This design comes from an exercise in tuning for small area on the open sky130 flow, not from production work. Function was checked by simulation only, so behaviour that the tests miss may differ from the original. The clock port is modelled as an ideal driver; clocking choices that lean on that would not hold on a real chip. No activity file was given, so power comes from the tool's default toggle rates.

$ cat flow/run.sh
#!/bin/bash
# The standard ORFS layout with three changes to how it is made:
#  - synthesis maps logic with an area-oriented ABC script (abc_area_map.script)
#    in place of ORFS's delay-oriented one; everything else in synthesis,
#    including the flip-flops and their names, is the standard synthesis;
#  - each port is buffered by the smallest buffer (buf_1);
#  - the clock tree uses clkbuf_4 and no dummy loads; after it is built,
#    post_cts.tcl upsizes the clock buffers whose output slew is high.
set -euo pipefail
rm -rf scripts_area
cp -r "$FLOW_HOME/scripts" scripts_area
cp flow/abc_area_map.script scripts_area/abc_speed.script
export SCRIPTS_DIR="$PWD/scripts_area"
export BUFFER_PORTS_ARGS="-buffer_cell sky130_fd_sc_hd__buf_1"
export POST_CTS_TCL="$PWD/flow/post_cts.tcl"
export CTS_ARGS="-sink_clustering_enable -repair_clock_nets -dont_use_dummy_load -buf_list sky130_fd_sc_hd__clkbuf_4"
bash standard.sh finish > flow_make.log 2>&1
$ cat flow/abc_area_map.script
strash
dch
amap
topo
$ cat flow/post_cts.tcl
estimate_parasitics -placement
set upsized 0
foreach inst [get_cells clkbuf_*] {
  set out [get_pins -of_objects $inst -filter "direction==output"]
  if {[get_property $out slew_max] > 0.11} {
    replace_cell $inst sky130_fd_sc_hd__clkbuf_8
    incr upsized
  }
}
puts "post_cts: upsized $upsized clock buffers"
if {$upsized > 0} {
  detailed_placement
  estimate_parasitics -placement
}
$ cat standard.sh
#!/bin/bash
# synth_recipe.tcl (not shown) runs the flow's synth.tcl, then flattens the netlist and writes it again
# the make line also repeats each setting of config.mk as NAME=value (left out here)
make -C /OpenROAD-flow-scripts/flow DESIGN_CONFIG=/design/flow/config.mk WORK_HOME=/design/flow/orfs CLKGATE_MAP_FILE= SYNTH_SCRIPT=/design/flow/synth_recipe.tcl "${@:-finish}"
$ cat config.mk
export PLATFORM = sky130hd
export DESIGN_NAME = sdram_controller
export DESIGN_NICKNAME = sdram_controller
export VERILOG_FILES = /design/flow/design.v
export SDC_FILE = /design/flow/constraint.sdc
export NUM_CORES = 4
export LEC_CHECK = 0
export CAP_MARGIN = 0
export CORE_MARGIN = 2
export CORE_UTILIZATION = 40
export GPL_TIMING_DRIVEN = 0
export PLACE_DENSITY = 0.6
export SLEW_MARGIN = 0
$ cat constraint.sdc
create_clock -name core_clock -period 7.5 [get_ports {clk}]
set_input_delay 1.5000 -clock core_clock [delete_from_list [all_inputs] [get_ports {clk}]]
set_output_delay 1.5000 -clock core_clock [all_outputs]
set_load 0.01 [all_outputs]
$ cat design.v
module sdram_controller (
    wr_addr,
    wr_data,
    wr_enable,
    rd_addr,
    rd_data,
    rd_ready,
    rd_enable,
    busy, rst_n, clk,
    addr, bank_addr, data_in, data_out, data_oe, clock_enable, cs_n, ras_n, cas_n, we_n,
    data_mask_low, data_mask_high
);
input  [23:0] wr_addr;
input  [15:0] wr_data;
input         wr_enable;
input  [23:0] rd_addr;
output [15:0] rd_data;
input         rd_enable;
output        rd_ready;
output        busy;
input         rst_n;
input         clk;
output [12:0] addr;
output [1:0]  bank_addr;
input  [15:0] data_in;
output [15:0] data_out;
output        data_oe;
output        clock_enable;
output        cs_n;
output        ras_n;
output        cas_n;
output        we_n;
output        data_mask_low;
output        data_mask_high;
localparam [9:0] S0  = 10'd363;    
localparam [9:0] SM11 = 10'd291;   
reg [12:0] row_n;      
wire [12:0] row_r = ~row_n;
reg [8:0]  col_n;      
reg [1:0]  bank_n;     
wire [8:0] col_r  = ~col_n;
wire [1:0] bank_r = ~bank_n;
reg [15:0] dq_n;       
wire [15:0] dq = ~dq_n;
reg [9:0]  rcnt_q;     
localparam [9:0] RMASK = 10'b1010101010;
wire [9:0] rcnt = rcnt_q ^ RMASK;
reg        ref_due;    
reg [1:0]  mode;
wire       acc = mode[1];               
wire       rd  = mode[0];               
wire       seq = ~mode[1] & mode[0];    
reg [2:0]  phase;
wire ph_in  = phase[2] ? (~phase[1] & phase[0]) : (phase[1] | ~phase[0]);
wire post   = acc & phase[2] & ~phase[0] & (~phase[1] | ~rd);    
wire act    = acc & (phase == 3'b000);
wire cas    = acc & (phase == 3'b101);
wire dec    = (mode == 2'b00) | post;          
wire [9:0] rcnt_next = {rcnt[8:0], rcnt[9] ^ rcnt[2]};
wire at518  = ~rcnt[8] & ~rcnt[7] & ~rcnt[4] & ~rcnt[3] & ~rcnt[1] & ~rcnt[0];
wire s_pall = seq & ~rcnt[4] & ~rcnt[3] & ~rcnt[2];                  
wire s_ref  = seq & ((~rcnt[6] & ~rcnt[5] & ~rcnt[4]) |
                     (~rcnt[9] & rcnt[7] & rcnt[4] & ~rcnt[2]));    
wire s_mrs  = seq & ~rcnt[4] & ~rcnt[2] & ~rcnt[1];                  
wire s_end  = ~rcnt[6] & rcnt[5] & ~rcnt[3] & rcnt[2];               
wire ld_rd = rd_enable;
wire ld_wr = ~rd_enable & wr_enable;
wire hold  = ~rd_enable & ~wr_enable;
wire dq_cap  = rd & ~dec;
wire dq_wr   = ~dq_cap & wr_enable;
wire dq_hold = ~dq_cap & ~wr_enable;
always @(posedge clk) begin
  {bank_n, col_n} <= ~(({11{ld_rd}} & {rd_addr[23:22], rd_addr[8:0]}) |
                     ({11{ld_wr}} & {wr_addr[23:22], wr_addr[8:0]}) |
                     ({11{hold}}  & {bank_r, col_r}));
  row_n <= ~(rd_enable ? rd_addr[21:9] : wr_addr[21:9]);
  dq_n <= ~(({16{dq_cap}} & data_in) |
            ({16{dq_wr}}  & wr_data) |
            ({16{dq_hold}} & dq));
  phase <= dec ? 3'b000 : {phase[1:0], ph_in};
  if (~rst_n) begin
    mode    <= 2'b01;
    ref_due <= 1'b0;
    rcnt_q  <= S0 ^ RMASK;
  end else if (dec & ref_due) begin
    mode    <= 2'b01;
    ref_due <= 1'b0;
    rcnt_q  <= SM11 ^ RMASK;
  end else begin
    if (dec)
      mode <= {rd_enable | wr_enable, rd_enable};
    else if (seq & s_end)
      mode <= 2'b00;
    if (at518)
      ref_due <= 1'b1;
    rcnt_q <= rcnt_next ^ RMASK;
  end
end
assign clock_enable = 1'b1;
assign cs_n  = 1'b0;
assign ras_n = ~(act | s_pall | s_ref | s_mrs);
assign cas_n = ~(cas | s_ref | s_mrs);
assign we_n  = ~((cas & ~rd) | s_pall | s_mrs);
assign data_oe  = cas & ~rd;
assign data_out = dq;
assign data_mask_low  = ~acc | post;
assign data_mask_high = ~acc | post;
assign busy     = acc & (phase != 3'd0);
assign rd_ready = post & rd;
assign rd_data  = dq;
assign bank_addr = bank_r & {2{acc}};
assign addr[12:11] = row_r[12:11] & {2{acc}};
assign addr[10]    = acc ? (row_r[10] | ~act) : rcnt[1];   
assign addr[9]     = row_r[9] | ~acc;
assign addr[8:0]   = acc ? (act ? row_r[8:0] : col_r) : 9'h030;
endmodule
==> metrics.md, run 1 <==
| Metric | Value |
|---|---|
| Hold Path Class | `register to register` |
| 1st-pass router iterations | `5` |
| Syn Inst Count | `around 230` |
| Final instance area | `approximately 0.0028 sq mm` |
| Switching pwr | `roughly 380 uW` |
| Area Overhead vs Synth | `31.9%` |
| Worst-path clk slew | `approximately 0.09 ns` |
| Static leakage | `roughly 1.0 nW` |
| Routed vias/inst | `a little under 5` |
| Via count | `about 2,100` |
| Fmax | `273 MHz` |
| Final TNS setup | `0 ns` |
| Final Non-Filler Cells | `approximately 440` |
| Worst Setup Slack, final | `between 3 and 4 ns` |
| WP data arrival | `between 2 and 2.5 ns` |
| Final core occ | `between 50% and 60%` |
| Clock power share | `approximately 14%` |
| Minimum clock period | `roughly 3.7 ns` |
| Rel. slew slack | `between 20% and 30%` |
| WS Path Type | `register to primary output` |
| Iter 0 DRT Violations | `around 120` |
| Top Ports | `approximately 140` |
| Inst Count DP | `433` |
| Synth Warn # | `1` |
| Most common cell after layout, fill and taps aside | `buf_1` |
| WL final | `roughly 5600 um` |
| Synth unique cells | `24` |
| Hold Violations, Final | `0` |
| Die area | `between 0.005 and 0.006 sq mm` |
| Worst Tran Pin Value | `around 1.1 ns` |
| Internal Power | `about 620 uW` |
| Syn_nets | `310` |
| Comb pwr share | `a little under half` |
| RSZ-0062 raised after global routing | `no` |
| Final Setup Violations | `0` |
| RD Place Congestion | `around 0.75` |
| Period utilization | `about half` |
| Row count | `26` |
| Worst Path Max Fanout | `8` |
| Worst Skew | `~0.0085 ns` |
| Sw Share | `a little under two fifths` |
| Chip width | `around 77 um` |
| Clk sink count | `between 50 and 60` |
| HPWL Detailed | `approximately 4200 um` |
| First-pass GRT wire length | `9090 um` |
| DRC Markers | `0` |
| CTS tree | `done` |
| Worst path slowest cell | `dfxtp_1` |
| Worst VDD drop | `0.141 mV` |
| Share of cells above drive strength 1 | `between 6 and 7%` |
| CP Capture Type | `primary output` |
| PwrDens | `357 mW/mm^2` |
| GRT Util Overall | `a little under a fifth` |
| Placed standard-cell area | `roughly 0.0027 sq mm` |
| Min Hold Slack | `about 0.4 ns` |
| IO buf count | `about 140` |
| Final #Nets | `between 400 and 500` |
| Commonest cells after routing, fill and taps aside | `138 x buf_1, 56 x dfxtp_1, 42 x clkinv_1, 27 x nor2_1, 27 x a222oi_1` |
| Mapped Avg Cell Area | `around 9.4 sq um` |
| Max-cap viol count | `0` |
| R2R Setup Slk | `4.82 ns` |
| Grt ovf | `0` |
| Vias in the first global route | `roughly 1,900` |
| #FFs+latches synth | `56` |
| Die height | `around 77 um` |
| Startpoint Class | `register` |
| Fillcell total | `between 500 and 600` |
| Routed Antenna Nets | `0` |
| Status | `finished clean` |
| Worst-skew pair later-pin latency | `approximately 0.34 ns` |
| Crit-path cells | `clkinv_1 -> nand2_1 -> nor2_1 -> nand2_1 -> nor2_1 -> a311o_1 -> nor3_1 -> buf_1` |
| Worst Path Required | `6.00 ns` |
| Seq/Total Area, Yosys | `between 50% and 60%` |
| Pre-CTS WS | `just under 4 ns` |
| Core Region | `slightly above 0.005 sq mm` |
| Initial antenna violation count | `0` |
| N_diodes | `0` |
| Starting Density | `between 40% and 50%` |
| Post-Syn Area | `0.00212 sq mm` |
| Largest net degree at the start of global routing | `28` |
| Pins Over Slew Limit | `0` |
| WL/cell | `about 13 um` |
| CP max stage delay | `roughly 0.48 ns` |
| Flop pwr share | `between 40% and 50%` |
| Total power | `996 uW` |
-- logic make-up (layout without fill, tap and decap cells) --
logic type,Yosys count,in the layout,synth area share (%)
AO/OA/AOI/OAI,60,60,23.0
adder cells (fa/ha/maj),1,1,0.591
buffers and inverters,61,205,14.2
flip-flops,56,56,53.0
other,2,2,0.355
AND/OR/NAND/NOR,45,45,8.87
-- worst paths after layout --
kind                        startpoint                   end  cells after the start
setup / recovery  mode[1]$_SDFFE_PP0P_                 ras_n                      8
hold / removal    rcnt_q[8]$_SDFF_PP1_  rcnt_q[9]$_SDFF_PP1_                      1
setup reg to reg  mode[1]$_SDFFE_PP0P_       dq_n[9]$_DFF_P_                      6
hold reg to reg   rcnt_q[8]$_SDFF_PP1_  rcnt_q[9]$_SDFF_PP1_                      1
-- synthesized netlist by cell type --
master,n,area share [%]
a31oi_1,1,0.30
o221ai_1,1,0.41
ha_1,1,0.59
and3_1,1,0.30
nor3_1,3,0.71
dfxtp_1,56,53
o22ai_1,20,5.9
conb_1,2,0.35
a222oi_1,27,13
nor4_1,1,0.30
buf_4,19,6.7
a21oi_1,1,0.24
nor2_1,27,4.8
nand2_1,10,1.8
a22oi_1,3,1.1
nor4b_1,1,0.41
o21a_1,1,0.35
or2_0,1,0.30
a311o_1,1,0.47
o21ai_0,3,0.71
clkinv_1,42,7.4
nor2b_1,1,0.30
o41ai_1,1,0.41
o2111ai_1,1,0.41
-- metal layers --
| metal | routed length, um | vias to the layer above | global-route usage (%) | share of wire (%) |
|---|---|---|---|---|
| met4 | 58 | 0 | 5.82 | 1.0 |
| met1 | 2460 | 937 | 23.2 | 44 |
| met2 | 2580 | 110 | 31.9 | 46 |
| met5 | 0 | - | 0 | 0 |
| met3 | 538 | 7 | 6.24 | 9.5 |
| li1 | - | 1090 | - | - |
-- final cells by class --
type	count	area, sq um	share of cell area (%)
plain buffers	19	143	5.11
clock buffers	5	62.6	2.24
inverters	42	158	5.65
multi-input cells	108	696	24.9
flip-flops and latches	56	1120	40.1
well taps	70	87.6	3.14
repair buffers	139	526	18.8
-- sequential cells by signal, summed over array words and instances, names as in the netlist --
register,cells
col_n,9
phase,3
bank_n,2
row_n,13
rcnt_q,10
mode,2
dq_n,16
ref_due,1
-- power groups by stage --
stage,combinational (mW),clock (mW),sequential [mW]
floorplan,0.309,0,0.405
global placement,0.446,0,0.410
detailed placement,0.451,0,0.412
global route,0.505,0.160,0.412
finish,0.453,0.138,0.405
-- worst max-delay path, delay by kind of cell, from the launching register on --
kind	cells	cell delay [ns]
AO/OA/AOI/OAI	1	0.29
flip-flops	1	0.48
AND/OR/NAND/NOR	5	0.57
buffers and inverters	2	0.48
==> run 2, diff against run 1 <==
--- a/config.mk
+++ b/config.mk
@@ -8,6 +8,5 @@
 export CAP_MARGIN = 0
 export CORE_MARGIN = 2
 export CORE_UTILIZATION = 40
-export GPL_TIMING_DRIVEN = 0
 export PLACE_DENSITY = 0.6
 export SLEW_MARGIN = 0
==> run 2 against run 1 <==
  * Still clean on timing, DRC and antenna
  * Routed wire length is 2.9% lower
  * Setup slack better by 0.078 ns
  * Worst hold slack better by 0.0055 ns
  * Sequential share of layout area is 2.0 points higher
  * Via count is 0.93% lower
  * Synthesized cell count stayed put
  * Clock power is 3% higher
  * Flip-flop and latch count stayed put
  * Synthesized area stayed put
  * Largest power group is now sequential cells
==> metrics.md, run 2 <==
| Metric | Value |
|---|---|
| M2 GR Usage | `30.9% (-1.1 points)` |
| Worst Skew | `0.0135 ns (+0.00496 ns)` |
| Row count | `26 (unchanged)` |
| Post-synthesis mux area share | `0% (unchanged)` |
| Chip width | `76.8 um (unchanged)` |
| Routed Antenna Nets | `0 (unchanged)` |
| CP Capture Type | `primary output` |
| #FFs+latches synth | `56 (unchanged)` |
| Worst-skew pair later-pin latency | `0.34 ns (about the same)` |
| Via count | `2,124 (-0.93%)` |
| Worst VDD drop | `0.118 mV (-16%)` |
| Final Setup Violations | `0 (unchanged)` |
| Status | `finished clean` |
| Largest net degree at the start of global routing | `28 (unchanged)` |
| Max-cap viol count | `0 (unchanged)` |
| Count leader, synth | `dfxtp_1` |
| Startpoint Class | `register` |
| Prevailing post-synth register cell | `dfxtp_1` |
| Final #Nets | `438 (-3.9%)` |
| Final TNS setup | `0 ns (unchanged)` |
| Largest register FFs | `16 (unchanged)` |
| Vias in the first global route | `1,910 (-2.0%)` |
| Iter 0 DRT Violations | `179 (+48%)` |
| Seq/Total Area, Yosys | `53.0% (unchanged)` |
| WL/cell | `13.0 um (+1.2%)` |
| Synth Warn # | `1 (unchanged)` |
| Mapped Avg Cell Area | `9.41 sq um (unchanged)` |
| Worst-path clk slew | `0.09 ns (about the same)` |
| DRC Markers | `0 (unchanged)` |
| Busiest layer in global routing | `met2` |
| Most flops, register | `dq_n` |
| Simple-gate portion of the synthesized area | `8.87% (unchanged)` |
| Worst Tran Pin Value | `1.08 ns (-0.0486 ns)` |
| RSZ-0062 raised after global routing | `no` |
| HPWL Detailed | `4220 um (-0.51%)` |
| Largest cells by area after synthesis | `dfxtp_1 53%, a222oi_1 13%, clkinv_1 7.4%` |
| Hold Violations, Final | `0 (unchanged)` |
| Fillcell total | `525 (+1.2%)` |
| Share of cells above drive strength 1 | `1.99% (-4.8 points)` |
| Die height | `76.8 um (unchanged)` |
| Static leakage | `0.943 nW (-8.4%)` |
| Commonest cells after routing, fill and taps aside | `138 x buf_1, 56 x dfxtp_1, 42 x clkinv_1, 27 x nor2_1, 27 x a222oi_1` |
| Starting Density | `41.5% (unchanged)` |
| Period utilization | `47.7% (-1.0 points)` |
| XOR/XNOR Fraction of Synth Area | `0% (unchanged)` |
| Routed vias/inst | `5.05 (+3.3%)` |
| WL final | `5470 um (-2.9%)` |
| N_diodes | `0 (unchanged)` |
| WP data arrival | `2.08 ns (-0.08 ns)` |
| Clk sink count | `56 (unchanged)` |
| Initial antenna violation count | `0 (unchanged)` |
| Total power | `935 uW (-6.2%)` |
| Synth Area in Compound Gates | `23.0% (unchanged)` |
| Share of the synthesized area in the top cell type | `53.0% (unchanged)` |
| Synth unique cells | `24 (unchanged)` |
| Worst Path Required | `6.00 ns (about the same)` |
| Post-Syn Area | `0.00212 sq mm (unchanged)` |
| Syn Inst Count | `225 (unchanged)` |
| Hold Path Class | `register to register` |
| First-pass GRT wire length | `8990 um (-1.1%)` |
| PwrDens | `352 mW/mm^2 (-1.4%)` |
| Regs by FF count | `dq_n: 16 flops, row_n: 13 flops, rcnt_q: 10 flops` |
| Syn_nets | `310 (unchanged)` |
| Pins Over Slew Limit | `0 (unchanged)` |
| Largest area contributor in the netlist | `dfxtp_1` |
| CTS tree | `done` |
| GR Util met1 | `24.7% (+1.5 points)` |
| Worst Path Max Fanout | `8 (unchanged)` |
| Most common cell after layout, fill and taps aside | `buf_1` |
| Async SR Flop Fraction | `0% (unchanged)` |
| GRT Util Overall | `19.0% (-0.11 points)` |
| Synth Area in Adders | `0.591% (unchanged)` |
| Die area | `0.00589 sq mm (unchanged)` |
| IO buf count | `138 (unchanged)` |
| R2R Setup Slk | `5.12 ns (+0.30 ns)` |
| Top Ports | `141 (unchanged)` |
| Area Overhead vs Synth | `25.5%` |
| Most frequent cells after synthesis | `56 x dfxtp_1, 42 x clkinv_1, 27 x a222oi_1, 27 x nor2_1, 20 x o22ai_1` |
| WS Path Type | `register to primary output` |
| 1st-pass router iterations | `7 (+2)` |
| Main combinational cell family by area after synthesis | `compound AO/OA/AOI/OAI gates` |
| Rel. slew slack | `28.0% (+3.0 points)` |
| Minimum clock period | `3.58 ns (-0.0781 ns)` |
| Fmax | `279 MHz (+2.2%)` |
| Grt met3 use | `5.65% (-0.59 points)` |
| Post-synth EDFFs | `0 (unchanged)` |
| RD Place Congestion | `0.762 (+2.1%)` |
| Grt ovf | `0 (unchanged)` |
| Core Region | `0.00511 sq mm (unchanged)` |
==> run 2: cell counts after synthesis <==
Identical to the previous run, type by type.
==> run 2: worst max-delay path, cell delays in order (launching register included) <==
cell and delay, ns:
dfxtp_1 0.46, clkinv_1 0.28, nor2_1 0.32, clkinv_1 0.28, o22ai_1 0.24, buf_1 0.17
==> run 2: logic make-up after synthesis <==
logic type	after synthesis
buffers and inverters	61
flip-flops	56
other	2
AND/OR/NAND/NOR	45
adder cells (fa/ha/maj)	1
AO/OA/AOI/OAI	60
==> run 2: final timing paths <==
path / end / start / cells after the start
max: addr[0] / mode[1]$_SDFFE_PP0P_ / 5
min: rcnt_q[9]$_SDFF_PP1_ / rcnt_q[8]$_SDFF_PP1_ / 1
max reg2reg: dq_n[2]$_DFF_P_ / mode[1]$_SDFFE_PP0P_ / 5
min reg2reg: rcnt_q[9]$_SDFF_PP1_ / rcnt_q[8]$_SDFF_PP1_ / 1
==> run 2: per-stage QoR <==
stage / area (sq um) / cells / hold WS [ns] / utilization, % / setup WS [ns]
3_3_place_gp: 2590 / 416 / 0.370 / 50.8 / 4.38
3_5_place_dp: 2590 / 416 / 0.380 / 50.8 / 4.26
2_1_floorplan: 2120 / 225 / 0.358 / - / 4.59
6_report: 2660 / 421 / 0.400 / 52.0 / 3.92
5_1_grt: 2660 / 421 / 0.419 / 52.0 / 3.69
==> run 2: cell type report <==
| class | count | area (sq um) | area share, % |
|---|---|---|---|
| clock buffers | 5 | 62.6 | 2.35 |
| well taps | 70 | 87.6 | 3.30 |
| flip-flops and latches | 56 | 1120 | 42.2 |
| repair buffers | 140 | 533 | 20.1 |
| multi-input cells | 108 | 696 | 26.2 |
| inverters | 42 | 158 | 5.93 |
==> run 2: routing by layer <==
metal / vias to the layer above / part of all wire [%]
li1: 1060 / -
met1: 952 / 45
met2: 106 / 45
met3: 6 / 8.8
met4: 0 / 0.93
met5: - / 0
==> run 2: power breakdown <==
group	switching, mW	leakage, nW	internal (mW)
Clock	0.0873	0.0334	0.0545
Combinational	0.249	0.439	0.139
Sequential	0.0305	0.471	0.374
Total	0.366	0.943	0.568
==> run 3, diff against run 2 <==
==> flow/post_cts.tcl (replaced) <==
estimate_parasitics -placement
set upsized 0
foreach inst [get_cells clkbuf_*] {
  set out [get_pins -of_objects $inst -filter "direction==output"]
  if {[get_property $out slew_max] <= 0.11} { continue }
  foreach m {buf_6 clkbuf_8 clkbuf_16} {
    replace_cell $inst sky130_fd_sc_hd__$m
    estimate_parasitics -placement
    if {[get_property $out slew_max] <= 0.11} { break }
  }
  incr upsized
}
puts "post_cts: upsized $upsized clock buffers"
if {$upsized > 0} {
  detailed_placement
  estimate_parasitics -placement
}
==> run 3 against run 2 <==
  * Still clean
  * Design area down 0.38%
  * Clock power decreased by 4%
  * Sequential power about the same
  * Setup slack better by 0.013 ns
  * First-iteration DRC count fell by 5.6%
  * Register-to-register slack is essentially flat
  * Synthesized cell count is the same
  * Routed wire length fell by 0.29%
  * Largest power group unchanged
  * Highest routed layer unchanged
==> metrics.md, run 3 <==
| Metric | Value |
|---|---|
| XOR/XNOR Fraction of Synth Area | `0% (unchanged)` |
| Vias in the first global route | `1,910 (unchanged)` |
| Die height | `76.8 um (unchanged)` |
| Largest net degree at the start of global routing | `28 (unchanged)` |
| WS Path Type | `register to primary output` |
| WL/cell | `13.0 um (-0.29%)` |
| Number of buffers and inverters on the critical path | `3 (unchanged)` |
| Static leakage | `0.938 nW (-0.48%)` |
| Post-Syn Area | `0.00212 sq mm (unchanged)` |
| Max-cap viol count | `0 (unchanged)` |
| Die area | `0.00589 sq mm (unchanged)` |
| WHS Endpoint | `rcnt_q[9]$_SDFF_PP1_` |
| Main combinational cell family by area after synthesis | `compound AO/OA/AOI/OAI gates` |
| Final #Nets | `438 (unchanged)` |
| Core Region | `0.00511 sq mm (unchanged)` |
| Starting Density | `41.5% (unchanged)` |
| Hold Path Class | `register to register` |
| Most flops, register | `dq_n` |
| Simple-gate portion of the synthesized area | `8.87% (unchanged)` |
| Period utilization | `47.6% (-0.17 points)` |
| Worst path slowest cell | `dfxtp_1` |
| Synth Warn # | `1 (unchanged)` |
| CP max stage delay | `0.47 ns (about the same)` |
| Regs by FF count | `dq_n: 16 flops, row_n: 13 flops, rcnt_q: 10 flops` |
| Final Non-Filler Cells | `421 (unchanged)` |
| Chip width | `76.8 um (unchanged)` |
| Async SR Flop Fraction | `0% (unchanged)` |
| Synth Area in Adders | `0.591% (unchanged)` |
| Via count | `2,122 (-0.094%)` |
| Worst VDD drop | `0.118 mV (about the same)` |
| Crit-path cells | `clkinv_1 -> nor2_1 -> clkinv_1 -> o22ai_1 -> buf_1` |
| Seq/Total Area, Yosys | `53.0% (unchanged)` |
| PwrDens | `351 mW/mm^2 (-0.20%)` |
| CP Capture Type | `primary output` |
| Comb pwr share | `41.8% (+0.3 points)` |
| Commonest cells after routing, fill and taps aside | `138 x buf_1, 56 x dfxtp_1, 42 x clkinv_1, 27 x nor2_1, 27 x a222oi_1` |
| Top Ports | `141 (unchanged)` |
| Routed vias/inst | `5.04 (about the same)` |
| Area Overhead vs Synth | `25.1%` |
| Worst-path clk slew | `0.09 ns (about the same)` |
| Most frequent cells after synthesis | `56 x dfxtp_1, 42 x clkinv_1, 27 x a222oi_1, 27 x nor2_1, 20 x o22ai_1` |
| Synth Area in Compound Gates | `23.0% (unchanged)` |
| WP data arrival | `2.07 ns (about the same)` |
| Hold Violations, Final | `0 (unchanged)` |
| Fillcell total | `528 (+0.57%)` |
| #FFs+latches synth | `56 (unchanged)` |
| CTS tree | `done` |
| Most used cell, CP | `clkinv_1` |
| Startpoint Class | `register` |
| Routed Antenna Nets | `0 (unchanged)` |
| Clock power share | `14.6% (-0.6 points)` |
| Sw Share | `39.6% (+0.35 points)` |
| Flop pwr share | `43.6% (+0.3 points)` |
| 1st-pass router iterations | `4 (-3)` |
| Inst Count DP | `416 (unchanged)` |
| Worst Path Max Fanout | `8 (unchanged)` |
| Worst Hold Path Cells | `1 (unchanged)` |
| RSZ-0062 raised after global routing | `no` |
| Share of cells above drive strength 1 | `1.99% (unchanged)` |
| Reg2reg end | `dq_n[2]$_DFF_P_` |
| Row count | `26 (unchanged)` |
| Largest register FFs | `16 (unchanged)` |
| Rel. slew slack | `27.9% (-0.14 points)` |
| DRC Markers | `0 (unchanged)` |
| GRT Util Overall | `19.0% (unchanged)` |
| HPWL Detailed | `4220 um (unchanged)` |
| Worst Tran Pin Value | `1.08 ns (+0.00205 ns)` |
| Clk sink count | `56 (unchanged)` |
| Final Setup Violations | `0 (unchanged)` |
| Largest area contributor in the netlist | `dfxtp_1` |
| Mapped Avg Cell Area | `9.41 sq um (unchanged)` |
| Pins Over Slew Limit | `0 (unchanged)` |
| Prevailing post-synth register cell | `dfxtp_1` |
| Family with the most delay on the worst path | `buffers and inverters` |
| Syn_nets | `310 (unchanged)` |
| Internal Power | `562 uW (-1.2%)` |
| Minimum clock period | `3.57 ns (-0.0127 ns)` |
| Min Hold Slack | `0.401 ns (+0.00121 ns)` |
| Grt ovf | `0 (unchanged)` |
| Post-synth EDFFs | `0 (unchanged)` |
| Share of the synthesized area in the top cell type | `53.0% (unchanged)` |
| Worst Skew | `0.0145 ns (+0.00104 ns)` |
| First-pass GRT wire length | `8990 um (unchanged)` |
| IO buf count | `138 (unchanged)` |
| Syn Inst Count | `225 (unchanged)` |
| Most common cell after layout, fill and taps aside | `buf_1` |
| Worst Path Required | `6.00 ns (about the same)` |
| Status | `finished clean` |
| Total power | `929 uW (-0.58%)` |
| RD Place Congestion | `0.762 (unchanged)` |
| RR Startpoint | `mode[1]$_SDFFE_PP0P_` |
| Worst-skew pair later-pin latency | `0.32 ns (-0.02 ns)` |
| Final TNS setup | `0 ns (unchanged)` |
| R2R Setup Slk | `5.12 ns (about the same)` |
| Reg2Reg Depth | `5 (unchanged)` |
| WL final | `5460 um (-0.29%)` |
| Iter 0 DRT Violations | `169 (-5.6%)` |
| Count leader, synth | `dfxtp_1` |
| Synth unique cells | `24 (unchanged)` |
| N_diodes | `0 (unchanged)` |
| HP Start | `rcnt_q[8]$_SDFF_PP1_` |
| Largest cells by area after synthesis | `dfxtp_1 53%, a222oi_1 13%, clkinv_1 7.4%` |
| Initial antenna violation count | `0 (unchanged)` |
| Post-synthesis mux area share | `0% (unchanged)` |
| Fmax | `280 MHz (+0.36%)` |
| Switching pwr | `368 uW (+0.31%)` |
==> run 3: stage by stage <==
stage,setup slack [ns],instance area [sq um],util [%]
after global placement,4.38,2590,50.8
after detailed placement,4.26,2590,50.8
final,3.93,2650,51.8
after floorplan,4.59,2120,-
after global routing,3.70,2650,51.8
==> run 3: kinds of logic after synthesis <==
family	after synthesis
buffers and inverters	61
AO/OA/AOI/OAI	60
flip-flops	56
AND/OR/NAND/NOR	45
other	2
adder cells (fa/ha/maj)	1
==> run 3: per-layer routing <==
layer / vias up / routed length, um / global-route usage [%]
met2: 110 / 2500 / 30.9
met5: - / 0 / 0
met4: 0 / 51 / 4.36
met1: 948 / 2420 / 24.7
li1: 1058 / - / -
met3: 6 / 485 / 5.65
==> run 3: power groups by stage <==
stage                     clock network (mW)  registers, mW  logic (mW)
final                                  0.136          0.405       0.388
after global routing                   0.156          0.413       0.434
after detailed placement                   0          0.412       0.395
after global placement                     0          0.411       0.392
after floorplan                            0          0.405       0.309
==> run 3: worst max-delay path by stage <==
stage                               startpoint       to  depth (start not counted)
after floorplan           mode[1]$_SDFFE_PP0P_    ras_n                          7
after global placement    mode[1]$_SDFFE_PP0P_  addr[6]                          5
after detailed placement  mode[1]$_SDFFE_PP0P_  addr[3]                          5
after global routing      mode[1]$_SDFFE_PP0P_  addr[8]                          5
final                     mode[1]$_SDFFE_PP0P_  addr[8]                          5
==> run 3: layout make-up <==
class	count	area, sq um	area share (%)
Multi-Input combinational cell	108	696	26.3
Inverter	42	158	5.95
Sequential cell	56	1120	42.3
Timing Repair Buffer	140	533	20.1
Clock buffer	5	52.6	1.98
Tap cell	70	87.6	3.31
==> run 3: worst register-to-register path, delay by kind of cell, from the launching register on <==
kind               cells  cell delay (ns)
AOI/OAI and AO/OA      3             0.73
DFF                    1             0.47
and+or+nand+nor        2             1.01
==> run 4, diff against run 3 <==
==> flow/run.sh (replaced) <==
#!/bin/bash
# The standard ORFS layout (standard.sh) with these changes to how it is made:
#  - synthesis maps the logic with an area-oriented ABC script
#    (abc_area_map.script) in place of ORFS's delay-oriented one; everything
#    else in synthesis, including the flip-flops, their cells and names, is
#    the standard synthesis;
#  - each port is buffered by the smallest buffer (buf_1);
set -euo pipefail
rm -rf scripts_area
cp -r "$FLOW_HOME/scripts" scripts_area
cp flow/abc_area_map.script scripts_area/abc_speed.script
export SCRIPTS_DIR="$PWD/scripts_area"
export BUFFER_PORTS_ARGS="-buffer_cell sky130_fd_sc_hd__buf_1"
export POST_CTS_TCL="$PWD/flow/post_cts.tcl"
export CTS_ARGS="-sink_clustering_enable -repair_clock_nets -dont_use_dummy_load -buf_list sky130_fd_sc_hd__clkbuf_4"
bash standard.sh finish > flow_make.log 2>&1
==> run 4 against run 3 <==
  * Combinational power barely moved
  * Critical endpoint unchanged
  * Global-route usage unchanged
  * Die area is the same
  * Routed wire length unchanged
  * Design area did not move
  * Synthesized area unchanged
  * Register-to-register slack about the same
  * Synthesized cell count did not move
==> metrics.md, run 4 <==
| Metric | Value |
|---|---|
| Status | `finished clean` |
| Iter 0 DRT Violations | `169 (unchanged)` |
| Routed vias/inst | `5.04 (unchanged)` |
| Total power | `929 uW (unchanged)` |
| Top Ports | `141 (unchanged)` |
| Core Region | `0.00511 sq mm (unchanged)` |
| Largest cells by area after synthesis | `dfxtp_1 53%, a222oi_1 13%, clkinv_1 7.4%` |
| IO buf count | `138 (unchanged)` |
| Chip width | `76.8 um (unchanged)` |
| Grt ovf | `0 (unchanged)` |
| Area Overhead vs Synth | `25.1% (unchanged)` |
| RSZ-0062 raised after global routing | `no` |
| Via count | `2,122 (unchanged)` |
| Worst VDD drop | `0.118 mV (unchanged)` |
| WL final | `5460 um (unchanged)` |
| Fillcell total | `528 (unchanged)` |
| Static leakage | `0.938 nW (unchanged)` |
| Starting Density | `41.5% (unchanged)` |
| Min Hold Slack | `0.401 ns (unchanged)` |
| Worst Skew | `0.0145 ns (unchanged)` |
| Clk sink count | `56 (unchanged)` |
| N_diodes | `0 (unchanged)` |
| Fmax | `280 MHz (unchanged)` |
| Prevailing post-synth register cell | `dfxtp_1` |
| Worst Path Required | `6.00 ns (about the same)` |
| Uppermost routed layer | `met4` |
| Share of the synthesized area in the top cell type | `53.0% (unchanged)` |
| Met3 wire len | `485 um (unchanged)` |
| Worst Tran Pin Value | `1.08 ns (unchanged)` |
| Most common cell after layout, fill and taps aside | `buf_1` |
| Count leader, synth | `dfxtp_1` |
| Hold Violations, Final | `0 (unchanged)` |
| Final TNS setup | `0 ns (unchanged)` |
| Die area | `0.00589 sq mm (unchanged)` |
| Startpoint Class | `register` |
| Commonest cells after routing, fill and taps aside | `138 x buf_1, 56 x dfxtp_1, 42 x clkinv_1, 27 x nor2_1, 27 x a222oi_1` |
| Post-Syn Area | `0.00212 sq mm (unchanged)` |
| Share of cells above drive strength 1 | `1.99% (unchanged)` |
| Regs by FF count | `dq_n: 16 flops, row_n: 13 flops, rcnt_q: 10 flops` |
| Rel. slew slack | `27.9% (unchanged)` |
| Initial antenna violation count | `0 (unchanged)` |
| WL/cell | `13.0 um (unchanged)` |
| Pre-CTS WS | `4.26 ns (unchanged)` |
| HP Start | `rcnt_q[8]$_SDFF_PP1_` |
| Vias in the first global route | `1,910 (unchanged)` |
| First-pass GRT wire length | `8990 um (unchanged)` |
| WP data arrival | `2.07 ns (about the same)` |
| Synth unique cells | `24 (unchanged)` |
| RD Place Congestion | `0.762 (unchanged)` |
| CTS tree | `done` |
| Synth Warn # | `1 (unchanged)` |
| Max-cap viol count | `0 (unchanged)` |
| Worst-skew pair later-pin latency | `0.32 ns (about the same)` |
| Seq/Total Area, Yosys | `53.0% (unchanged)` |
| WS Path Type | `register to primary output` |
| Period utilization | `47.6% (unchanged)` |
| Worst Setup Slack, final | `3.93 ns (unchanged)` |
| 1st-pass router iterations | `4 (unchanged)` |
| GRT Util Overall | `19.0% (unchanged)` |
| Pins Over Slew Limit | `0 (unchanged)` |
| Worst Path Max Fanout | `8 (unchanged)` |
| HPWL Detailed | `4220 um (unchanged)` |
| RR Startpoint | `mode[1]$_SDFFE_PP0P_` |
| Final Setup Violations | `0 (unchanged)` |
| Largest area contributor in the netlist | `dfxtp_1` |
| Row count | `26 (unchanged)` |
| Mapped Avg Cell Area | `9.41 sq um (unchanged)` |
| Post-synth EDFFs | `0 (unchanged)` |
| CP Capture Type | `primary output` |
| Most frequent cells after synthesis | `56 x dfxtp_1, 42 x clkinv_1, 27 x a222oi_1, 27 x nor2_1, 20 x o22ai_1` |
| Hold Path Class | `register to register` |
| Most flops, register | `dq_n` |
| Largest net degree at the start of global routing | `28 (unchanged)` |
| Syn_nets | `310 (unchanged)` |
| Final #Nets | `438 (unchanged)` |
| Worst-path clk slew | `0.09 ns (about the same)` |
| #FFs+latches synth | `56 (unchanged)` |
| Syn Inst Count | `225 (unchanged)` |
| PwrDens | `351 mW/mm^2 (unchanged)` |
| Async SR Flop Fraction | `0% (unchanged)` |
| Setup crit start | `mode[1]$_SDFFE_PP0P_` |
| Met1 Wirelength | `2420 um (unchanged)` |
| Largest register FFs | `16 (unchanged)` |
| Minimum clock period | `3.57 ns (unchanged)` |
| DRC Markers | `0 (unchanged)` |
| Met2 wire length | `2500 um (unchanged)` |
| Die height | `76.8 um (unchanged)` |
| Routed Antenna Nets | `0 (unchanged)` |
## run 4: kinds of logic (layout without fill, tap and decap cells)
logic type | Yosys count | count (layout) | share of synthesized area (%)
buffers and inverters | 61 | 187 | 14.2
AOI/OAI and AO/OA | 60 | 60 | 23.0
and+or+nand+nor | 45 | 45 | 8.87
adders and majority gates | 1 | 1 | 0.591
other | 2 | 2 | 0.355
DFF | 56 | 56 | 53.0
## run 4: worst paths after layout
path                          end  slack (ns)  cells past startpoint
max                       addr[8]        3.93                      5
min          rcnt_q[9]$_SDFF_PP1_        0.40                      1
max reg2reg       dq_n[2]$_DFF_P_        5.12                      5
min reg2reg  rcnt_q[9]$_SDFF_PP1_        0.40                      1
## run 4: power by group
group | switching [mW] | internal, mW
logic | 0.249 | 0.139
clock network | 0.0880 | 0.0478
registers | 0.0306 | 0.375
## run 4: cell type report
type,count,area [sq um],area share [%]
sequential,56,1120,42.3
multi-input combinational,108,696,26.3
timing repair buffer,140,533,20.1
inverter,42,158,5.95
tap,70,87.6,3.31
clock buffer,5,52.6,1.98
## run 4: layer usage
metal  GRT usage (%)  vias up
li1                -     1058
met5               0        -
met4            4.36        0
met1            24.7      948
met3            5.65        6
met2            30.9      110
## run 4: worst max-delay path: stages (launching register included)
cell and delay (ns):
dfxtp_1 0.47, clkinv_1 0.28, nor2_1 0.32, clkinv_1 0.28
o22ai_1 0.23, buf_1 0.18
## run 4: metrics by stage
step                      std cells  utilization (%)  cell area (sq um)
final                           421             51.8               2650
after detailed placement        416             50.8               2590
after floorplan                 225                -               2120
after global routing            421             51.8               2650
after global placement          416             50.8               2590
==> run 5, diff against run 4 <==
==> flow/post_cts.tcl (replaced) <==
proc post_cts_max_clk_slew {} {
  set mx 0
  foreach p [get_pins -hierarchical */CLK] {
    set s [get_property $p slew_max]
    if {$s > $mx} { set mx $s }
  }
  return $mx
}
estimate_parasitics -placement
set resized 0
foreach inst [get_cells clkbuf_*] {
  set out [get_pins -of_objects $inst -filter "direction==output"]
  if {[get_property $out slew_max] <= 0.11} { continue }
  foreach m {buf_6 clkbuf_8 clkbuf_16} {
    replace_cell $inst sky130_fd_sc_hd__$m
    estimate_parasitics -placement
    if {[get_property $out slew_max] <= 0.11} { break }
  }
  incr resized
}
foreach inst [get_cells clkbuf_*] {
  if {[get_property $inst ref_name] ne "sky130_fd_sc_hd__clkbuf_4"} { continue }
  foreach m {clkbuf_1 clkbuf_2 clkbuf_4} {
    replace_cell $inst sky130_fd_sc_hd__$m
    estimate_parasitics -placement
    if {$m eq "clkbuf_4" || [post_cts_max_clk_slew] <= 0.11} { break }
  }
  if {$m ne "clkbuf_4"} { incr resized }
}
puts "post_cts: resized $resized clock buffers, max clock pin slew [post_cts_max_clk_slew]"
if {$resized > 0} {
  detailed_placement
  estimate_parasitics -placement
}
==> run 5 against run 4 <==
  * Clock skew about the same
  * Power fell by 0.64%
  * Via count hardly changed
  * Sequential power about the same
  * Design area decreased by 0.14%
  * Worst hold slack is essentially flat
  * Flip-flop and latch count did not move
  * First-iteration DRC count increased by 4.7%
  * Critical path type unchanged
  * Critical endpoint is now addr[0]
  * Largest cell class unchanged
  * Highest routed layer unchanged
==> metrics.md, run 5 <==
| Metric | Value |
|---|---|
| Status | `finished clean` |
| Hold Path Class | `register to register` |
| Worst-skew pair later-pin latency | `0.48 ns (+0.16 ns)` |
| Chip width | `76.8 um (unchanged)` |
| Routed Antenna Nets | `0 (unchanged)` |
| Post-synthesis mux area share | `0% (unchanged)` |
| Synth unique cells | `24 (unchanged)` |
| PwrDens | `349 mW/mm^2 (-0.50%)` |
| Largest net degree at the start of global routing | `28 (unchanged)` |
| Final Setup Violations | `0 (unchanged)` |
| Fmax | `268 MHz (-4.2%)` |
| HP Start | `rcnt_q[8]$_SDFF_PP1_` |
| Worst VDD drop | `0.118 mV (about the same)` |
| Post-synth EDFFs | `0 (unchanged)` |
| Rel. slew slack | `28.4% (+0.51 points)` |
| WL final | `5470 um (+0.31%)` |
| Final instance area | `0.00264 sq mm (-0.14%)` |
| Pins Over Slew Limit | `0 (unchanged)` |
| Reg2reg end | `dq_n[2]$_DFF_P_` |
| Vias in the first global route | `1,915 (+0.26%)` |
| Die area | `0.00589 sq mm (unchanged)` |
| Commonest cells after routing, fill and taps aside | `138 x buf_1, 56 x dfxtp_1, 42 x clkinv_1, 27 x nor2_1, 27 x a222oi_1` |
| Worst Setup Slack, final | `3.77 ns (-0.158 ns)` |
| Final core occ | `51.8% (-0.073 points)` |
| Routed vias/inst | `5.04 (about the same)` |
| Clk sink count | `56 (unchanged)` |
| Final Non-Filler Cells | `421 (unchanged)` |
| Worst Hold Path Cells | `1 (unchanged)` |
| Mapped Avg Cell Area | `9.41 sq um (unchanged)` |
| Max-cap viol count | `0 (unchanged)` |
| DRC Markers | `0 (unchanged)` |
| GRT Util Overall | `19.0% (unchanged)` |
| N_diodes | `0 (unchanged)` |
| Worst Skew | `0.0142 ns (-0.000299 ns)` |
| Simple-gate portion of the synthesized area | `8.87% (unchanged)` |
| Regs by FF count | `dq_n: 16 flops, row_n: 13 flops, rcnt_q: 10 flops` |
| Most frequent cells after synthesis | `56 x dfxtp_1, 42 x clkinv_1, 27 x a222oi_1, 27 x nor2_1, 20 x o22ai_1` |
| Pre-CTS WS | `4.26 ns (unchanged)` |
| 1st-pass router iterations | `7 (+3)` |
| Share of cells above drive strength 1 | `1.71% (-0.28 points)` |
| Hold Violations, Final | `0 (unchanged)` |
| Top Ports | `141 (unchanged)` |
| WL/cell | `13.0 um (+0.31%)` |
| WP data arrival | `2.23 ns (+0.16 ns)` |
| Family with the most delay on the worst path | `buffers and inverters` |
| Final #Nets | `438 (unchanged)` |
| Seq/Total Area, Yosys | `53.0% (unchanged)` |
| Largest register FFs | `16 (unchanged)` |
| Total power | `923 uW (-0.64%)` |
| Iter 0 DRT Violations | `177 (+4.7%)` |
| Number of buffers and inverters on the critical path | `3 (unchanged)` |
| Worst-path clk slew | `0.09 ns (about the same)` |
| CTS tree | `done` |
| Post-Syn Area | `0.00212 sq mm (unchanged)` |
| Main combinational cell family by area after synthesis | `compound AO/OA/AOI/OAI gates` |
| Inst Count DP | `416 (unchanged)` |
| WHS Endpoint | `rcnt_q[9]$_SDFF_PP1_` |
| Minimum clock period | `3.73 ns (+0.158 ns)` |
| RR Startpoint | `mode[1]$_SDFFE_PP0P_` |
| Starting Density | `41.5% (unchanged)` |
| Grt ovf | `0 (unchanged)` |
| Static leakage | `0.935 nW (-0.36%)` |
| Period utilization | `49.7% (+2.1 points)` |
| First-pass GRT wire length | `8980 um (about the same)` |
| Placed standard-cell area | `0.00259 sq mm (unchanged)` |
| Prevailing post-synth register cell | `dfxtp_1` |
| Most used cell, CP | `clkinv_1` |
| HPWL Detailed | `4220 um (unchanged)` |
| CP max stage delay | `0.47 ns (about the same)` |
| Most common cell after layout, fill and taps aside | `buf_1` |
| CP Capture Type | `primary output` |
| Area Overhead vs Synth | `24.9%` |
| Syn_nets | `310 (unchanged)` |
| Via count | `2,121 (-0.047%)` |
| Worst path slowest cell | `dfxtp_1` |
| Most flops, register | `dq_n` |
| Reg2Reg Depth | `5 (unchanged)` |
| WS Path Type | `register to primary output` |
| IO buf count | `138 (unchanged)` |
| Worst Path Required | `6.00 ns (about the same)` |
| Startpoint Class | `register` |
| Row count | `26 (unchanged)` |
| Die height | `76.8 um (unchanged)` |
| Core Region | `0.00511 sq mm (unchanged)` |
| Largest area contributor in the netlist | `dfxtp_1` |
| Initial antenna violation count | `0 (unchanged)` |
| #FFs+latches synth | `56 (unchanged)` |
| Min Hold Slack | `0.401 ns (-0.000312 ns)` |
| Syn Inst Count | `225 (unchanged)` |
| Crit-path cells | `clkinv_1 -> nor2_1 -> clkinv_1 -> o22ai_1 -> buf_1` |
| Worst Tran Pin Value | `1.07 ns (-0.00768 ns)` |
| Share of the synthesized area in the top cell type | `53.0% (unchanged)` |
| RSZ-0062 raised after global routing | `no` |
| Async SR Flop Fraction | `0% (unchanged)` |
| Count leader, synth | `dfxtp_1` |
| Worst Path Max Fanout | `8 (unchanged)` |
| Final TNS setup | `0 ns (unchanged)` |
| R2R Setup Slk | `5.14 ns (+0.02 ns)` |
| Largest cells by area after synthesis | `dfxtp_1 53%, a222oi_1 13%, clkinv_1 7.4%` |
| XOR/XNOR Fraction of Synth Area | `0% (unchanged)` |
| Synth Warn # | `1 (unchanged)` |
| Synth Area in Compound Gates | `23.0% (unchanged)` |
| Synth Area in Adders | `0.591% (unchanged)` |
| RD Place Congestion | `0.762 (unchanged)` |
-- run 5: cell counts after synthesis --
No cell type changed its count.
-- run 5: layout make-up --
cell class              count  area [sq um]
fillers                   528          2460
flip-flops and latches     56          1120
well taps                  70          87.6
inverters                  42           158
repair buffers            140           533
clock buffers               5          48.8
multi-input cells         108           696
-- run 5: logic make-up (layout without fill, tap and decap cells) --
| kind of cell | after synthesis | count (layout) |
|---|---|---|
| buffers and inverters | 61 | 187 |
| AO/OA/AOI/OAI | 60 | 60 |
| flip-flops | 56 | 56 |
| AND/OR/NAND/NOR | 45 | 45 |
| other | 2 | 2 |
| adder cells (fa/ha/maj) | 1 | 1 |
-- run 5: report_power, final --
part	total, mW	internal (mW)	switching [mW]	leakage, nW
registers	0.405	0.375	0.0305	0.471
clock network	0.130	0.0428	0.0873	0.0254
logic	0.388	0.139	0.249	0.439
-- run 5: worst max-delay path by stage --
stage,from,endpoint,cells after the start
floorplan,mode[1]$_SDFFE_PP0P_,ras_n,7
global placement,mode[1]$_SDFFE_PP0P_,addr[6],5
detailed placement,mode[1]$_SDFFE_PP0P_,addr[3],5
global route,mode[1]$_SDFFE_PP0P_,addr[8],5
finish,mode[1]$_SDFFE_PP0P_,addr[0],5
-- run 5: worst register-to-register path, cell delays in order (launching register included) --
cell       delay [ns]
dfxtp_1          0.47
o2111ai_1        0.19
o21ai_0          0.25
nor2_1           0.16
nor2_1           0.82
a222oi_1         0.29
-- run 5: layer usage --
| metal | global-route usage (%) | vias up | part of all wire (%) |
|---|---|---|---|
| met5 | 0 | - | 0 |
| met4 | 6.00 | 0 | 0.44 |
| met3 | 4.59 | 2 | 8.7 |
| met2 | 30.9 | 108 | 46 |
| met1 | 24.7 | 953 | 45 |
| li1 | - | 1058 | - |
==> run 6, diff against run 5 <==
--- a/design.v
+++ b/design.v
@@ -46,7 +46,8 @@
 localparam [9:0] RMASK = 10'b1010101010;
 wire [9:0] rcnt = rcnt_q ^ RMASK;
 reg        ref_due;    
-reg [1:0]  mode;
+reg [1:0]  mode_n;     
+wire [1:0] mode = ~mode_n;
 wire       acc = mode[1];               
 wire       rd  = mode[0];               
 wire       seq = ~mode[1] & mode[0];    
@@ -79,18 +80,18 @@
             ({16{dq_hold}} & dq));
   phase <= dec ? 3'b000 : {phase[1:0], ph_in};
   if (~rst_n) begin
-    mode    <= 2'b01;
+    mode_n  <= ~2'b01;
     ref_due <= 1'b0;
     rcnt_q  <= S0 ^ RMASK;
   end else if (dec & ref_due) begin
-    mode    <= 2'b01;
+    mode_n  <= ~2'b01;
     ref_due <= 1'b0;
     rcnt_q  <= SM11 ^ RMASK;
   end else begin
     if (dec)
-      mode <= {rd_enable | wr_enable, rd_enable};
+      mode_n <= ~{rd_enable | wr_enable, rd_enable};
     else if (seq & s_end)
-      mode <= 2'b00;
+      mode_n <= ~2'b00;
     if (at518)
       ref_due <= 1'b1;
     rcnt_q <= rcnt_next ^ RMASK;
==> run 6 against run 5 <==
  * Critical path type unchanged
  * Clock skew is 0.0091 ns higher
  * Sequential power is 1% lower
  * Synthesized cell count is 0.44% lower
  * Still clean on timing, DRC and antenna
  * Clock-buffer cell count stayed put
  * Power is 4.4% lower
  * Flip-flop and latch count stayed put
  * Utilization is 0.11 points lower
  * Via count is 2.0% lower
==> metrics.md, run 6 <==
| Metric | Value |
|---|---|
| Post-synthesis mux area share | `0% (unchanged)` |
| Mapped Avg Cell Area | `9.34 sq um (-0.68%)` |
| Chip width | `76.3 um (-0.53%)` |
| Seq/Total Area, Yosys | `53.6% (+0.60 points)` |
| Hold Violations, Final | `0 (unchanged)` |
| Initial antenna violation count | `0 (unchanged)` |
| XOR/XNOR Fraction of Synth Area | `0% (unchanged)` |
| Hold Path Class | `register to register` |
| RD Place Congestion | `0.868 (+14%)` |
| Async SR Flop Fraction | `0% (unchanged)` |
| Worst Setup Slack, final | `3.98 ns (+0.204 ns)` |
| Final TNS setup | `0 ns (unchanged)` |
| Most common cell after layout, fill and taps aside | `buf_1` |
| Max-cap viol count | `0 (unchanged)` |
| CP Capture Type | `primary output` |
| PwrDens | `337 mW/mm^2 (-3.5%)` |
| Post-synth EDFFs | `0 (unchanged)` |
| Routed Antenna Nets | `0 (unchanged)` |
| N_diodes | `0 (unchanged)` |
| Worst Tran Pin Value | `1.05 ns (-0.0207 ns)` |
| CTS tree | `done` |
| Worst-skew pair later-pin latency | `0.36 ns (-0.12 ns)` |
| Most frequent cells after synthesis | `56 x dfxtp_1, 38 x nor2_1, 32 x clkinv_1, 21 x o22ai_1, 19 x buf_4` |
| Share of the synthesized area in the top cell type | `53.6% (+0.60 points)` |
| CP max stage delay | `0.48 ns (about the same)` |
| Synth unique cells | `22 (-8.3%)` |
| Iter 0 DRT Violations | `114 (-36%)` |
| Worst path slowest cell | `dfxtp_1` |
| Synth Area in Compound Gates | `22.2% (-0.81 points)` |
| Synth Warn # | `1 (unchanged)` |
| Most used cell, CP | `clkinv_1` |
| Vias in the first global route | `2,003 (+4.6%)` |
| Regs by FF count | `dq_n: 16 flops, row_n: 13 flops, rcnt_q: 10 flops` |
| WL final | `5470 um (-0.15%)` |
| Largest register FFs | `16 (unchanged)` |
| Routed vias/inst | `4.95 (-1.7%)` |
| Pins Over Slew Limit | `0 (unchanged)` |
| Minimum clock period | `3.52 ns (-0.204 ns)` |
| Die area | `0.00583 sq mm (-1.1%)` |
| Worst VDD drop | `0.120 mV (+2.3%)` |
| Top Ports | `141 (unchanged)` |
| Worst Skew | `0.0233 ns (+0.00905 ns)` |
| Area Overhead vs Synth | `25.2%` |
| #FFs+latches synth | `56 (unchanged)` |
| Most flops, register | `dq_n` |
| 1st-pass router iterations | `4 (-3)` |
| Share of cells above drive strength 1 | `2.00% (+0.29 points)` |
| Worst Path Required | `6.00 ns (about the same)` |
| Min Hold Slack | `0.390 ns (-0.0107 ns)` |
| WS Path Type | `register to primary output` |
| Final #Nets | `437 (-0.23%)` |
| Period utilization | `47.0% (-2.7 points)` |
| Die height | `76.3 um (-0.53%)` |
| Syn_nets | `309 (-0.32%)` |
| Clk sink count | `56 (unchanged)` |
| Row count | `26 (unchanged)` |
| Static leakage | `0.924 nW (-1.1%)` |
| Worst Path Max Fanout | `8 (unchanged)` |
| IO buf count | `138 (unchanged)` |
| Largest cells by area after synthesis | `dfxtp_1 54%, a222oi_1 7.7%, buf_4 6.8%` |
| WP data arrival | `2.02 ns (-0.21 ns)` |
| WL/cell | `13.0 um (about the same)` |
| Commonest cells after routing, fill and taps aside | `138 x buf_1, 56 x dfxtp_1, 38 x nor2_1, 32 x clkinv_1, 21 x o22ai_1` |
| GRT Util Overall | `19.6% (+0.67 points)` |
| Main combinational cell family by area after synthesis | `compound AO/OA/AOI/OAI gates` |
| Fmax | `284 MHz (+5.8%)` |
| DRC Markers | `0 (unchanged)` |
| HPWL Detailed | `4160 um (-1.4%)` |
| Rel. slew slack | `29.8% (+1.4 points)` |
| Core Region | `0.00507 sq mm (-0.64%)` |
| Crit-path cells | `clkinv_1 -> nand2_1 -> clkinv_1 -> a22oi_1 -> buf_1` |
| RSZ-0062 raised after global routing | `no` |
| Post-Syn Area | `0.00209 sq mm (-1.1%)` |
| Largest net degree at the start of global routing | `28 (unchanged)` |
| Status | `finished clean` |
| Syn Inst Count | `224 (-0.44%)` |
| Count leader, synth | `dfxtp_1` |
| Grt ovf | `0 (unchanged)` |
| Startpoint Class | `register` |
| Prevailing post-synth register cell | `dfxtp_1` |
| Synth Area in Adders | `0.598% (+0.0067 points)` |
| Largest area contributor in the netlist | `dfxtp_1` |
| Via count | `2,079 (-2.0%)` |
| Worst-path clk slew | `0.09 ns (about the same)` |
| Fillcell total | `529 (+0.19%)` |
| First-pass GRT wire length | `9180 um (+2.2%)` |
| Starting Density | `41.2% (-0.20 points)` |
| Final Setup Violations | `0 (unchanged)` |
| Pre-CTS WS | `4.33 ns (+0.0699 ns)` |
| Simple-gate portion of the synthesized area | `10.7% (+1.8 points)` |
[run 6: power breakdown]
part,switching (mW),internal [mW],total [mW]
sequential,0.0301,0.371,0.401
clock,0.0858,0.0446,0.130
combinational,0.228,0.123,0.351
[run 6: through the flow]
stage          utilization [%]  power (mW)  cell area (sq um)  instances
6_report                  51.7       0.883               2620        420
5_1_grt                   51.7       0.954               2620        420
3_5_place_dp              50.7       0.765               2570        415
3_3_place_gp              50.7       0.762               2570        415
2_1_floorplan                -       0.682               2090        224
[run 6: layout make-up]
cell class	count	area, sq um	share of cell area [%]
sequential	56	1120	42.8
multi-input combinational	117	709	27.1
timing repair buffer	140	533	20.3
inverter	32	120	4.58
tap	70	87.6	3.34
clock buffer	5	50.0	1.91
[run 6: layer usage]
metal  wire length (um)  global-route usage, %  vias to the layer above
met1               2320                   23.0                      902
met3                534                   6.64                        8
li1                   -                      -                     1054
met2               2520                   33.7                      115
met5                  0                      0                        -
met4                 85                   6.36                        0
[run 6: kinds of logic after synthesis]
| family | Yosys count |
|---|---|
| AOI/OAI and AO/OA | 59 |
| other | 2 |
| and+or+nand+nor | 55 |
| adders and majority gates | 1 |
| buffers and inverters | 51 |
| DFF | 56 |
[run 6: final timing paths]
check	slack, ns	to	from	cells past startpoint
min	0.39	rcnt_q[9]$_SDFF_PP1_	rcnt_q[8]$_SDFF_PP1_	1
max	3.98	addr[5]	mode_n[1]$_SDFFE_PP1P_	5
max reg2reg	4.73	dq_n[2]$_DFF_P_	mode_n[1]$_SDFFE_PP1P_	7
min reg2reg	0.39	rcnt_q[9]$_SDFF_PP1_	rcnt_q[8]$_SDFF_PP1_	1
[run 6: worst max-delay path: cells and delay by family, from the launching register on]
kind / cells / cell delay [ns]
buffers and inverters: 3 / 0.65
DFF: 1 / 0.48
AOI/OAI and AO/OA: 1 / 0.23
and+or+nand+nor: 1 / 0.30
==> run 7, diff against run 6 <==
--- a/flow/run.sh
+++ b/flow/run.sh
@@ -11,6 +11,7 @@
 cp flow/abc_area_map.script scripts_area/abc_speed.script
 export SCRIPTS_DIR="$PWD/scripts_area"
 export BUFFER_PORTS_ARGS="-buffer_cell sky130_fd_sc_hd__buf_1"
+export POST_FLOORPLAN_TCL="$PWD/flow/post_floorplan.tcl"
 export POST_CTS_TCL="$PWD/flow/post_cts.tcl"
 export CTS_ARGS="-sink_clustering_enable -repair_clock_nets -dont_use_dummy_load -buf_list sky130_fd_sc_hd__clkbuf_4"
 bash standard.sh finish > flow_make.log 2>&1
==> flow/post_floorplan.tcl (new file) <==
# After floorplan: drive the constant-0 and constant-1 nets from one tie cell
# (sky130's conb_1 has both a HI and a LO output) instead of two.
set block [ord::get_db_block]
set hi_inst ""
set lo_inst ""
foreach inst [$block getInsts] {
  if {[[$inst getMaster] getName] ne "sky130_fd_sc_hd__conb_1"} { continue }
  set hi_net [[$inst findITerm HI] getNet]
  set lo_net [[$inst findITerm LO] getNet]
  if {$hi_net ne "NULL" && $lo_net eq "NULL" && $hi_inst eq ""} { set hi_inst $inst }
  if {$lo_net ne "NULL" && $hi_net eq "NULL" && $lo_inst eq ""} { set lo_inst $inst }
}
if {$hi_inst ne "" && $lo_inst ne ""} {
  set lo_net [[$lo_inst findITerm LO] getNet]
  [$lo_inst findITerm LO] disconnect
  [$hi_inst findITerm LO] connect $lo_net
  puts "post_floorplan: [$lo_inst getName] merged into [$hi_inst getName]"
  odb::dbInst_destroy $lo_inst
}
--- a/config.mk
+++ b/config.mk
@@ -7,6 +7,6 @@
 export LEC_CHECK = 0
 export CAP_MARGIN = 0
 export CORE_MARGIN = 2
-export CORE_UTILIZATION = 40
-export PLACE_DENSITY = 0.6
+export CORE_UTILIZATION = 60
+export PLACE_DENSITY = 0.85
 export SLEW_MARGIN = 0
==> run 7 against run 6 <==
  * Largest cell class unchanged
  * Highest routed layer unchanged
  * Synthesized area is the same
  * Synthesized cell count stayed put
  * Die area shrank 32%
  * Setup slack worse by 0.065 ns
  * Clock power decreased by 5%
==> metrics.md, run 7 <==
| Metric | Value |
|---|---|
| Status | `finished clean` |
| Rel. slew slack | `28.9% (-0.92 points)` |
| Static leakage | `0.918 nW (-0.67%)` |
| WP data arrival | `2.09 ns (+0.07 ns)` |
| Most flops, register | `dq_n` |
| Placed standard-cell area | `0.00254 sq mm (-1.3%)` |
| Syn_nets | `309 (unchanged)` |
| Hold Path Class | `register to register` |
| Number of buffers and inverters on the critical path | `3 (unchanged)` |
| GRT Util Overall | `27.0% (+7.4 points)` |
| Final instance area | `0.00259 sq mm (-1.3%)` |
| Regs by FF count | `dq_n: 16 flops, row_n: 13 flops, rcnt_q: 10 flops` |
| Vias in the first global route | `1,923 (-4.0%)` |
| Die height | `63.1 um (-17%)` |
| PwrDens | `340 mW/mm^2 (+0.80%)` |
| Mapped Avg Cell Area | `9.34 sq um (unchanged)` |
| Starting Density | `62.7% (+21 points)` |
| Post-Syn Area | `0.00209 sq mm (unchanged)` |
| Most frequent cells after synthesis | `56 x dfxtp_1, 38 x nor2_1, 32 x clkinv_1, 21 x o22ai_1, 19 x buf_4` |
| CTS tree | `done` |
| Worst-path clk slew | `0.10 ns (about the same)` |
| M2 GR Usage | `46.8% (+13 points)` |
| Async SR Flop Fraction | `0% (unchanged)` |
| Share of cells above drive strength 1 | `1.72% (-0.28 points)` |
| Startpoint Class | `register` |
| Final #Nets | `437 (unchanged)` |
| Row count | `21 (-19%)` |
| Top Ports | `141 (unchanged)` |
| Clk sink count | `56 (unchanged)` |
| Grt met3 use | `6.25% (-0.39 points)` |
| WS Path Type | `register to primary output` |
| Busiest layer in global routing | `met2` |
| Crit-path cells | `clkinv_1 -> nand2_1 -> clkinv_1 -> nor3_1 -> buf_1` |
| Via count | `2,147 (+3.3%)` |
| Period utilization | `47.8% (+0.86 points)` |
| Final TNS setup | `0 ns (unchanged)` |
| Final Setup Violations | `0 (unchanged)` |
| Seq/Total Area, Yosys | `53.6% (unchanged)` |
| RD Place Congestion | `0.833 (-4.0%)` |
| Iter 0 DRT Violations | `153 (+34%)` |
| N_diodes | `0 (unchanged)` |
| Pins Over Slew Limit | `0 (unchanged)` |
| Post-synth EDFFs | `0 (unchanged)` |
| Worst Path Max Fanout | `8 (unchanged)` |
| GR Util met1 | `32.5% (+9.5 points)` |
| Fmax | `279 MHz (-1.8%)` |
| Max-cap viol count | `0 (unchanged)` |
| Count leader, synth | `dfxtp_1` |
| HPWL Detailed | `4120 um (-0.78%)` |
| RSZ-0062 raised after global routing | `no` |
| Pre-CTS WS | `4.33 ns (+0.00115 ns)` |
| Hold Violations, Final | `0 (unchanged)` |
| Grt ovf | `0 (unchanged)` |
| Initial antenna violation count | `0 (unchanged)` |
| Core Region | `0.00334 sq mm (-34%)` |
| Chip width | `63.1 um (-17%)` |
| Worst Path Required | `6.00 ns (about the same)` |
| Most common cell after layout, fill and taps aside | `buf_1` |
| Worst Setup Slack, final | `3.91 ns (-0.0648 ns)` |
| Final Non-Filler Cells | `395 (-6.0%)` |
| CP Capture Type | `primary output` |
| Worst path slowest cell | `dfxtp_1` |
| CP max stage delay | `0.48 ns (about the same)` |
| Largest area contributor in the netlist | `dfxtp_1` |
| Syn Inst Count | `224 (unchanged)` |
| Worst VDD drop | `0.182 mV (+51%)` |
| Synth Warn # | `1 (unchanged)` |
| Largest cells by area after synthesis | `dfxtp_1 54%, a222oi_1 7.7%, buf_4 6.8%` |
| Die area | `0.00398 sq mm (-32%)` |
| Worst-skew pair later-pin latency | `0.47 ns (+0.11 ns)` |
| Inst Count DP | `390 (-6.0%)` |
| Family with the most delay on the worst path | `buffers and inverters` |
| Worst Skew | `0.0196 ns (-0.00367 ns)` |
| Routed Antenna Nets | `0 (unchanged)` |
| Prevailing post-synth register cell | `dfxtp_1` |
| #FFs+latches synth | `56 (unchanged)` |
| 1st-pass router iterations | `5 (+1)` |
| Most used cell, CP | `clkinv_1` |
| Area Overhead vs Synth | `23.6%` |
| Largest register FFs | `16 (unchanged)` |
| DRC Markers | `0 (unchanged)` |
| Routed vias/inst | `5.44 (+9.8%)` |
| Commonest cells after routing, fill and taps aside | `138 x buf_1, 56 x dfxtp_1, 38 x nor2_1, 32 x clkinv_1, 21 x o22ai_1` |
| WL/cell | `13.6 um (+4.4%)` |
| Largest net degree at the start of global routing | `28 (unchanged)` |
| Worst Tran Pin Value | `1.06 ns (+0.0137 ns)` |
| WL final | `5370 um (-1.8%)` |
| IO buf count | `138 (unchanged)` |
| Synth unique cells | `22 (unchanged)` |
| Share of the synthesized area in the top cell type | `53.6% (unchanged)` |
| Fillcell total | `271 (-49%)` |
| First-pass GRT wire length | `8460 um (-7.9%)` |
| Minimum clock period | `3.59 ns (+0.0648 ns)` |
-- run 7: cell counts after synthesis --
No cell type changed its count.
-- run 7: cell type report --
class / count / area, sq um / share of cell area, %
sequential: 56 / 1120 / 43.3
clock buffer: 5 / 48.8 / 1.89
inverter: 32 / 120 / 4.64
tap: 46 / 57.6 / 2.23
multi-input combinational: 116 / 706 / 27.3
timing repair buffer: 140 / 533 / 20.6
-- run 7: power breakdown --
group          switching [mW]  leakage [nW]  internal [mW]
clock network          0.0801        0.0254         0.0427
registers              0.0321         0.471          0.371
logic                   0.229         0.422          0.123
-- run 7: routing by layer --
metal / wire length [um] / part of all wire (%)
met3: 455 / 8.5
met1: 2130 / 40
met4: 80 / 1.5
met5: 0 / 0
met2: 2700 / 50
-- run 7: worst reg2reg max path: cells and delay by family (launching register included) --
kind,cells,cell delay (ns)
and+or+nand+nor,4,1.55
DFF,1,0.48
buffers and inverters,2,0.34
AOI/OAI and AO/OA,1,0.28
-- run 7: kinds of logic after synthesis --
kind of cell,after synthesis,synth area share [%]
adder cells (fa/ha/maj),1,0.598
other,2,0.359
AO/OA/AOI/OAI,59,22.2
buffers and inverters,51,12.6
flip-flops,56,53.6
AND/OR/NAND/NOR,55,10.7
-- run 7: path summary, 6_finish.rpt --
path / from / end / slack, ns / depth (start not counted)
worst min register to register: rcnt_q[6]$_SDFF_PN1_ / rcnt_q[7]$_SDFF_PP1_ / 0.40 / 1
worst max-delay path: mode_n[1]$_SDFFE_PP1P_ / ras_n / 3.91 / 5
worst min-delay path: rcnt_q[6]$_SDFF_PN1_ / rcnt_q[7]$_SDFF_PP1_ / 0.40 / 1
worst max register to register: mode_n[1]$_SDFFE_PP1P_ / dq_n[5]$_DFF_P_ / 4.67 / 7
-- run 7: through the flow --
stage          hold WS [ns]  util, %  total power [mW]
2_1_floorplan         0.358        -             0.682
3_3_place_gp          0.366     76.0             0.753
3_5_place_dp          0.385     76.0             0.762
5_1_grt               0.421     77.5             0.940
6_report              0.400     77.5             0.878

[static timing again, ports no longer ideal]
No port has a modelled driver above. Below, the same layouts with a new extraction and two added sets of constraints. Step 1 sets driving cells, clkbuf_16 on the clock port and buf_2 on the other inputs (assumed; they add their load-dependent delay and slew). Step 2 also shifts input and output timing later by t, the mid clock arrival at the registers, as if the neighbouring blocks saw the same clock. Three values: ideal ports, drivers, drivers and shift; two values: the first two.
run	shift t [ns]	setup slack, ns	worst setup path at the end	slew at the worst register clock pin (ns)	pins driven straight from the clock port
run 1	0.361	3.841 / 3.817 / 3.997	input to register	0.09 / 0.09	1
run 2	0.360	3.919 / 3.894 / 4.254	register to output	0.09 / 0.09	1
run 3	0.343	3.932 / 3.907 / 4.249	register to output	0.10 / 0.10	1
run 4	0.343	3.932 / 3.907 / 4.249	register to output	0.10 / 0.10	1
run 5	0.499	3.774 / 3.749 / 4.249	register to output	0.10 / 0.10	1
run 6	0.377	3.978 / 3.953 / 4.330	register to output	0.10 / 0.10	1
run 7	0.481	3.913 / 3.888 / 4.325	input to register	0.10 / 0.10	1
After both steps setup and hold are still met in every run listed.
